Context: an optimization exercise on an open-source flow, tuned for a short achievable clock period and few clock cycles. The choices shown serve that exercise and are no tape-out recipe.
The RTL was checked by simulation tests, not by an equivalence proof against the original design.
Power is estimated from default activity; no workload was simulated.

--- design/flow/run.sh ---
#!/bin/bash
# synth_recipe.tcl (not shown) runs the flow's synth.tcl, then flattens the netlist and writes it again
# the make line also repeats each setting of config.mk as NAME=value (left out here)
make -C /OpenROAD-flow-scripts/flow DESIGN_CONFIG=/design/flow/config.mk WORK_HOME=/design/flow/orfs CLKGATE_MAP_FILE= SYNTH_SCRIPT=/design/flow/synth_recipe.tcl finish
--- design/flow/config.mk ---
export PLATFORM = sky130hd
export DESIGN_NAME = top
export DESIGN_NICKNAME = top
export VERILOG_FILES = /design/flow/design.v
export SDC_FILE = /design/flow/constraint.sdc
export NUM_CORES = 4
export LEC_CHECK = 0
export CAP_MARGIN = 20
export CORE_MARGIN = 2
export CORE_UTILIZATION = 40
export SLEW_MARGIN = 20
--- design/flow/constraint.sdc ---
create_clock -name core_clock -period 10.0 [get_ports {clk}]
set_input_delay 2.0000 -clock core_clock [delete_from_list [all_inputs] [get_ports {clk}]]
set_output_delay 2.0000 -clock core_clock [all_outputs]
set_load 0.01 [all_outputs]
--- design/flow/design.v ---
`timescale 1ns / 1ps
module ALU_unit(
   input [3:0] alu_op,
   input [31:0] operand_1,operand_2,
   output [31:0] out,
   output zero
    );
   reg [31:0] out_d;
 always@(*)begin
 case(alu_op)
 4'b0000: out_d=operand_1& operand_2;
 4'b0001: out_d=operand_1|operand_2;
 4'b0010: out_d=operand_1+ operand_2;
 4'b0110: out_d=operand_1-operand_2;
 4'b0111: out_d={31'b0,($signed(operand_1)<$signed(operand_2))};
 4'b1100: out_d=~(operand_1|operand_2);
 default:out_d=32'b0;
 endcase
 end
 assign out=out_d;
 assign zero=(out==32'b0);
endmodule
`timescale 1ns / 1ps
module alu_control(input [1:0] AluOp,input [5:0] funct,output reg [3:0] Alu_control);
always@(*) begin
casez({AluOp,funct})
8'b00??????:Alu_control = 4'b0010;
8'b01??????:Alu_control = 4'b0110;
8'b10100000:Alu_control = 4'b0010;
8'b10100010:Alu_control = 4'b0110;
8'b10100100:Alu_control = 4'b0000;
8'b10100101:Alu_control = 4'b0001;
8'b10101010:Alu_control = 4'b0111;
default:Alu_control = 4'b1111;
endcase
end
endmodule
`timescale 1ns / 1ps
module control_unit(
input[5:0] op,
output reg Jump,
output reg RegDst, AluSrc, MemtoReg,RegWrite,Memread, MemWrite, Branch,
output reg[1:0] AluOp
);
always@* begin
Jump = (op==6'd2);
case(op)
6'd0: {RegDst, AluSrc, MemtoReg,RegWrite,Memread, MemWrite, Branch,AluOp}= 9'b100100010;
6'd35:{RegDst, AluSrc, MemtoReg,RegWrite,Memread, MemWrite, Branch,AluOp}= 9'b011110000;
6'd43:{RegDst, AluSrc, MemtoReg,RegWrite,Memread, MemWrite, Branch,AluOp}= 9'b010001000;
6'd4:{RegDst, AluSrc, MemtoReg,RegWrite,Memread, MemWrite, Branch,AluOp}= 9'b000000101;
6'd8:{RegDst, AluSrc, MemtoReg,RegWrite,Memread, MemWrite, Branch,AluOp}= 9'b010100000;
default:{RegDst, AluSrc, MemtoReg,RegWrite,Memread, MemWrite, Branch,AluOp} = 9'd0;
endcase
end
endmodule
`timescale 1ns / 1ps
module registers(input [4:0] read_reg1,read_reg2,write_reg,input clk,input RegWrite,input[31:0] write_data,output [31:0] read_data1,read_data2);
reg [31:0] mem [31:1];
assign read_data1 = (read_reg1==5'd0) ? 32'b0 : mem[read_reg1];
assign read_data2 = (read_reg2==5'd0) ? 32'b0 : mem[read_reg2];
always@(posedge clk)
begin
if(RegWrite && write_reg!=5'd0) mem[write_reg]<=write_data;
end
endmodule
`timescale 1ns / 1ps
module top(
input clk,rst,
output [31:0] imem_addr,
input  [31:0] imem_rdata,
output [31:0] dmem_addr,
output [31:0] dmem_wdata,
output        dmem_we,
input  [31:0] dmem_rdata
);
wire [3:0]alu_control;
wire [4:0] read_reg1,read_reg2,write_reg;
wire[1:0] Aluop;
wire [5:0] funct,op;
wire[31:0] operand_1, operand_2,out,addr,write_data,read_data,read_adress,instruction,write_data1,read_data1,read_data2;
wire zero,Jump,RegDst,AluSrc,MemtoReg,RegWrite,Memread,MemWrite,Branch;
wire and_out;
reg [31:0] PC;
wire [31:0] PC_next;
assign and_out  = zero & Branch;
wire [31:0] add_result;
wire [31:0] sign_extension;
wire [31:0] shifted_input;
wire [31:0] mux_1_result;
wire [31:0] PC_input;
wire [31:0] jump_ins;
assign instruction = imem_rdata;
assign op = instruction[31:26];
assign funct = instruction[5:0];
assign read_reg1 = instruction[25:21];
assign read_reg2 = instruction[20:16];
assign sign_extension = {{16{instruction[15]}},instruction[15:0]};
assign shifted_input = sign_extension << 2;
assign PC_next = PC+4;
assign add_result = PC_next+ shifted_input;
assign mux_1_result = and_out?add_result:PC_next;
assign jump_ins = {PC_next[31:28],instruction[25:0],2'b0};
assign PC_input = Jump?jump_ins:mux_1_result;
always@(posedge clk) begin
  if (rst) PC<=32'b0;
  else PC<=PC_input;
end
assign read_adress = PC;
assign imem_addr = read_adress;
ALU_unit a (.alu_op(alu_control),.operand_1(operand_1),.operand_2(operand_2),.out(out),.zero(zero));
alu_control b(.AluOp(Aluop),.funct(funct),.Alu_control(alu_control));
control_unit c(.op(op),.Jump(Jump),.RegDst(RegDst), .AluSrc(AluSrc), .MemtoReg(MemtoReg),.RegWrite(RegWrite),.Memread(Memread), .MemWrite(MemWrite), .Branch(Branch),.AluOp(Aluop));
registers f(.read_reg1(read_reg1),.read_reg2(read_reg2),.write_reg(write_reg),.clk(clk),.RegWrite(RegWrite & ~rst),.write_data(write_data1),.read_data1(read_data1),.read_data2(read_data2));
assign operand_1 = read_data1;
assign addr = out;
assign write_data = read_data2;
assign read_data = dmem_rdata;
assign dmem_addr = addr;
assign dmem_wdata = write_data;
assign dmem_we = MemWrite & ~rst;
assign write_reg=(RegDst? instruction[15:11]: instruction[20:16]);
assign operand_2=(AluSrc?sign_extension:read_data2);
assign write_data1=(MemtoReg?read_data:out);
endmodule
==> flow_metrics.py <==
metrics = {
    "outcome": {
        "status": "finished clean",
    },
    "grt": {
        "antenna_found_initial": 10,
        "grt_overflow_total": 0,
        "grt_pass1_wl_um": 273000,
        "grt_use_total_pct": 27.1,
        "grt_start_max_net_pins": 66,
        "grt_pass1_vias": 36600,
    },
    "sta": {
        "worst_slew_pin_slew_ns": 1.16,
        "slew_headroom_pct": 22.2,
        "skew_ns": 0.0462,
        "setup-tns-final_ns": 0,
        "fin_crit_sh_pct": 98.4,
        "slew_viol_final": 0,
        "max_clock_freq_mhz": 102,
        "period_needed_ns": 9.84,
        "setup_violations": 0,
        "final_hold_viol_count": 0,
    },
    "yosys": {
        "synth_enable_flop_cells": 992,
        "synth_top_area_share_pct": 53.6,
        "synth_top_family_by_area": "multiplexers",
        "ys_types": 88,
        "synth_area_um2": 55600,
        "syn_inst": 3593,
        "synth_top_area_cell": "edfxtp_1",
        "post_synth_and_or_nand_nor_area_fraction_pct": 5.88,
        "synthArstFlopShare_pct": 0,
        "synth-xor-area-share_pct": 0.883,
        "synth_area_leaders": "edfxtp_1 54%, mux4_2 23%, ha_1 2.8%",
        "yosysMostFrequentCell": "edfxtp_1",
        "ys_warn_count": 5,
        "ys_top_cells_by_count": "992 x edfxtp_1, 556 x mux4_2, 247 x nor2_1",
        "ys_seq_area_share_pct": 54.7,
        "synthAdderAreaFrac_pct": 2.95,
        "synth_seq_cells": 1022,
        "avgSynthCellArea_um2": 15.5,
        "synth_compound_area_share_pct": 7.20,
        "synth_ff_type": "edfxtp_1",
        "muxShareOfSynthArea_pct": 25.8,
    },
    "routing": {
        "routed_via_density": 6.48,
        "via_count": 37400,
        "dr.pass1.iters": 7,
        "postRouteAntennaNets": 0,
        "routed_wl_um": 194000,
        "drt_iter0_drc": 5305,
        "drt_drc_violations_left": 0,
        "wl_per_cell_um": 33.5,
    },
    "cts": {
        "clk_pin_slew_ns": 0.06,
        "clk_latency_ns": 0.73,
        "cts_sinks": 1022,
        "postCtsSetupBuffers": 0,
        "htreeDepth": 3,
        "post_cts_resized": 0,
        "tritoncts": "yes",
        "cts-root-buf": "clkbuf_16",
        "numCtsBuffers": 108,
        "cts_hold_buf": 0,
        "cts_buffer_depth": 3,
    },
    "floorplan": {
        "chipWidth_um": 377,
        "rows": 136,
        "start_util_pct": 40.4,
        "core_um2": 138000,
        "die_h_um": 377,
        "die_area_um2": 142000,
        "io_pins": 163,
    },
    "power_and_ir_drop": {
        "leakagePower_nw": 22.0,
        "total_power_mw": 12.0,
        "p_per_area_nw_per_um2": 186,
        "ir_drop_mv": 0.143,
    },
    "critical_path": {
        "worstPathRequired_ns": 8.00,
        "r2r_setup_slack_ns": 2.95,
        "crit_arrival_ns": 7.84,
        "crit_type": "in -> out",
        "rr_startpoint": "f.mem[24][6]",
        "path_cells": "buf_8 > buf_16 > buf_12 > mux2_2 > a21oi_1 > o21ai_0 > a21oi_1 > nor3b_1 > o21ai_0 > buf_4 > o21ai_0 > ha_2 > nand4_1 > or3_1 > a2111o_1 > and3_1 > o221a_2 > nor2_1 > clkdlybuf4s50_1",
        "cp-end-kind": "output port",
        "cpMaxStageDelayCell": "clkdlybuf4s50_1",
        "critPathMaxFanout": 31,
        "critPathMostFrequentCell": "o21ai_0",
        "crit_start": "imem_rdata[16]",
        "cp-start-kind": "input pin",
        "max_stage_delay_ns": 0.65,
    },
    "place": {
        "dp_hpwl_um": 125000,
        "portBuffers": 160,
        "placed_area_um2": 61200,
        "gp_congestion": 1.07,
    },
    "layout": {
        "layout-drive-gt1-share_pct": 27.7,
        "finalNetCount": 4084,
        "final_area_um2": 64800,
        "fillers": 11700,
        "syn_to_final_growth_pct": 16.7,
    },
    "hold_path": {
        "hold_class": "reg -> reg",
        "worstHoldStart": "PC[31]",
    },
    "run": {
        "maxCapViolCount": 0,
    },
}
flip-flops by register name, indices dropped and copies added (netlist names):
name	flops
PC	30
f.mem	992
worst max-delay path, delay by kind of cell:
kind            cells  cell delay [ns]
mux                 1             0.36
fa+ha+maj           1             0.56
compound gates      7             1.88
simple gates        5             1.28
buf+inv             5             1.68
per-layer routing:
metal	global-route usage, %	routed length (um)	share of wire (%)	vias up
met5	0	75	0.039	-
met1	38.9	77600	40	19400
met4	9.91	7580	3.9	10
li1	-	-	-	15300
met2	41.1	86800	45	2258
met3	5.23	21500	11	384
stage by stage:
stage          hold WS (ns)  util, %  worst slack, ns  cells
6_report              0.708     47.1            0.158   5772
5_1_grt               0.779     47.1          -0.0177   5770
2_1_floorplan         0.674        -            0.427   3594
3_5_place_dp          0.692     44.4           0.0664   5573
3_3_place_gp          0.677     44.4           0.0700   5571
4_1_cts               0.705     47.1           0.0474   5770
power by group:
group / switching (mW) / leakage, nW / total (mW) / internal (mW)
clock network: 1.73 / 1.76 / 4.16 / 2.43
logic: 1.73 / 11.1 / 2.66 / 0.932
registers: 0.00450 / 9.12 / 5.23 / 5.22
cells by family after synthesis:
| group | after synthesis |
|---|---|
| compound gates | 602 |
| xor+xnor | 56 |
| fa+ha+maj | 129 |
| buf+inv | 374 |
| flops | 1022 |
| mux | 732 |
| other cells | 1 |
| simple gates | 677 |
worst paths after layout:
path	depth (start not counted)	end
max	19	dmem_addr[26]
min	3	PC[31]
max reg2reg	24	PC[19]
min reg2reg	3	PC[31]
area by class of cell:
| class | count | area [um^2] | share of cell area (%) |
|---|---|---|---|
| flip-flops and latches | 1022 | 30400 | 46.9 |
| multi-input cells | 2198 | 24100 | 37.1 |
| repair buffers | 435 | 4050 | 6.24 |
| clock buffers | 138 | 2900 | 4.47 |
| well taps | 1794 | 2240 | 3.46 |
| clock inverters | 59 | 728 | 1.12 |
| inverters | 124 | 465 | 0.718 |
| diodes | 2 | 5.00 | 0.00772 |
placed cells by master, fill, tap and decap left out, types with 49 or more instances in the layout:
| cell | instances |
|---|---|
| ha_1 | 125 |
| a21oi_1 | 190 |
| clkdlybuf4s50_1 | 150 |
| clkbuf_16 | 110 |
| nor2_1 | 225 |
| o21ai_0 | 77 |
| a21o_1 | 68 |
| mux4_2 | 556 |
| edfxtp_1 | 992 |
| buf_4 | 250 |
| nand2_1 | 137 |
| a211oi_1 | 54 |
| inv_1 | 121 |
| mux2i_1 | 143 |
| nand2b_1 | 49 |
Testbench counts, summed over its fixed seeds: cycles 43,870.

-- separate check: timing with driven ports --
How much do the figures lean on ideal ports? The routed layout below was timed once more, with nothing changed but the port constraints.
Step 1, drivers: a clkbuf_16 drives clk and a buf_2 each remaining input, both assumed.
Step 2 also shifts input and output timing later by t, the mid clock arrival at the registers, as if the neighbouring blocks saw the same clock.
Three values: ideal, step 1, step 2; two values: the first two.
t (ns): 0.791
setup WS [ns]: 0.158 / 0.089 / 0.089
hold WS [ns]: 0.708 / 0.708 / 0.708
latest minus earliest clock arrival (ns): 0.046 / 0.046
After both steps this run still meets setup and hold. The setup slack of this run moves by -0.069 ns with the drivers and by -0.069 ns with both steps.
